From an optimization exercise on the open Yosys and OpenROAD flow, aimed at small area and a short achievable clock period; shortcuts taken in it are not production practice.
Power and IR drop assume default switching activity.

Design DSP48A1_simplified, start of the top module:
module DSP48A1_simplified (P, A, B, D, C, clk, rst_n);
  parameter OPERATION = "ADD";
  input [17:0] A, B, D;
  input [47:0] C;
  input clk, rst_n;
  output reg [47:0] P;
  reg [18:0] S;
  always @(posedge clk) S <= D + B;
  reg [9:0] BN, B1, B2;   
  reg [17:0] A_r;
  wire [21:0] sx = {2'b00, S, 1'b0};
  wire [2:0] bw0 = sx[2:0];
  wire [2:0] bw1 = sx[4:2];
  wire [2:0] bw2 = sx[6:4];
  wire [2:0] bw3 = sx[8:6];
  wire [2:0] bw4 = sx[10:8];
  wire [2:0] bw5 = sx[12:10];
  wire [2:0] bw6 = sx[14:12];
  wire [2:0] bw7 = sx[16:14];
  wire [2:0] bw8 = sx[18:16];
  wire [2:0] bw9 = sx[20:18];
  always @(posedge clk) begin
    A_r <= A;
    BN[0] <= rst_n & bw0[2] & ~(bw0[1] & bw0[0]);
    BN[1] <= rst_n & bw1[2] & ~(bw1[1] & bw1[0]);
    BN[2] <= rst_n & bw2[2] & ~(bw2[1] & bw2[0]);
    BN[3] <= rst_n & bw3[2] & ~(bw3[1] & bw3[0]);
    BN[4] <= rst_n & bw4[2] & ~(bw4[1] & bw4[0]);
    BN[5] <= rst_n & bw5[2] & ~(bw5[1] & bw5[0]);
    BN[6] <= rst_n & bw6[2] & ~(bw6[1] & bw6[0]);
    BN[7] <= rst_n & bw7[2] & ~(bw7[1] & bw7[0]);
    BN[8] <= rst_n & bw8[2] & ~(bw8[1] & bw8[0]);
    BN[9] <= rst_n & bw9[2] & ~(bw9[1] & bw9[0]);
    B1[0] <= rst_n & (bw0[1] ^ bw0[0]);
    B1[1] <= rst_n & (bw1[1] ^ bw1[0]);
    B1[2] <= rst_n & (bw2[1] ^ bw2[0]);
    B1[3] <= rst_n & (bw3[1] ^ bw3[0]);
    B1[4] <= rst_n & (bw4[1] ^ bw4[0]);
    B1[5] <= rst_n & (bw5[1] ^ bw5[0]);
    B1[6] <= rst_n & (bw6[1] ^ bw6[0]);
    B1[7] <= rst_n & (bw7[1] ^ bw7[0]);
    B1[8] <= rst_n & (bw8[1] ^ bw8[0]);
    B1[9] <= rst_n & (bw9[1] ^ bw9[0]);
  ...
Size in the first run: roughly 2000 cells after synthesis, about 150 I/O pins, roughly 18000 µm² of cells after synthesis.
export LEC_CHECK = 0
export CAP_MARGIN = 20
export CORE_MARGIN = 2
export CORE_UTILIZATION = 40
export SETUP_SLACK_MARGIN = 3.7
export SLEW_MARGIN = 20
export SYNTH_HIERARCHICAL = 1
export TNS_END_PERCENT = 10
create_clock -name core_clock -period 6.5 [get_ports {clk}]
standard.sh (not shown) runs the stock make flow with config.mk's settings and CLKGATE_MAP_FILE= SYNTH_SCRIPT=/design/flow/synth_recipe.tcl, a recipe that flattens the netlist after the stock synthesis.
==> flow/flow/run.sh <==
#!/bin/bash
set -uo pipefail
export BUFFER_PORTS_ARGS="-buffer_cell sky130_fd_sc_hd__buf_1"
export CTS_ARGS="-sink_clustering_enable -repair_clock_nets -dont_use_dummy_load -buf_list sky130_fd_sc_hd__clkbuf_8 -sink_clustering_size 14 -sink_clustering_max_diameter 80"
bash standard.sh > standard.log 2>&1
The starting point completed without violations.
Then changed:
--- a/flow/design.v
+++ b/flow/design.v
@@ -1,16 +1,20 @@
 module DSP48A1_simplified (P, A, B, D, C, clk, rst_n);
   parameter OPERATION = "ADD";
   input [17:0] A, B, D;
   input [47:0] C;
   input clk, rst_n;
   output reg [47:0] P;
-  reg [18:0] S;
-  always @(posedge clk) S <= D + B;
+  reg [17:0] D_r, B_r;
+  always @(posedge clk) begin
+    D_r <= D;
+    B_r <= B;
+  end
+  wire [18:0] S = D_r + B_r;   
   reg [9:0] BN, B1, B2;   
   reg [17:0] A_r;
   wire [21:0] sx = {2'b00, S, 1'b0};
   wire [2:0] bw0 = sx[2:0];
   wire [2:0] bw1 = sx[4:2];
   wire [2:0] bw2 = sx[6:4];
   wire [2:0] bw3 = sx[8:6];
   wire [2:0] bw4 = sx[10:8];
Result: Clock-buffer cell count went up by 2; worst setup slack gets worse by 0.048 ns; routed wire length went up by a few percent; final cell count went up slightly; synthesized cell count went up slightly; global-route usage went up by 1.1 points; total power went up by a few percent; final area went up by a few percent.
No run of this note included a check of the RTL's function; only the layout flow was run.

[separate check: timing with driven ports]
The flow's constraints put no driver on any port. The routed layouts listed below were extracted and timed again, unchanged, in two steps. Step 1 sets driving cells, clkbuf_16 on the clock port and buf_2 on the other inputs (assumed; they add their load-dependent delay and slew). Step 2 times the ports against the registers' clock, not the clock port: input delays grow and output delays shrink by t, the midpoint of the rising clock arrivals with the driver on. Slacks: no drivers / after step 1 / after step 2; pairs: no drivers / after step 1.
run | t (ns) | slack for setup (ns) | worst setup path at the end | pins driven straight from the clock port
the first run | 0.603 | 3.586 / 3.586 / 3.270 | input to register | 1
the second run | 0.617 | 3.538 / 3.538 / 3.494 | input to register | 1
After both steps setup and hold are still met in every run listed. The setup slack of the first run, which loses most, moves by 0.000 ns with the drivers and by -0.316 ns with both steps.
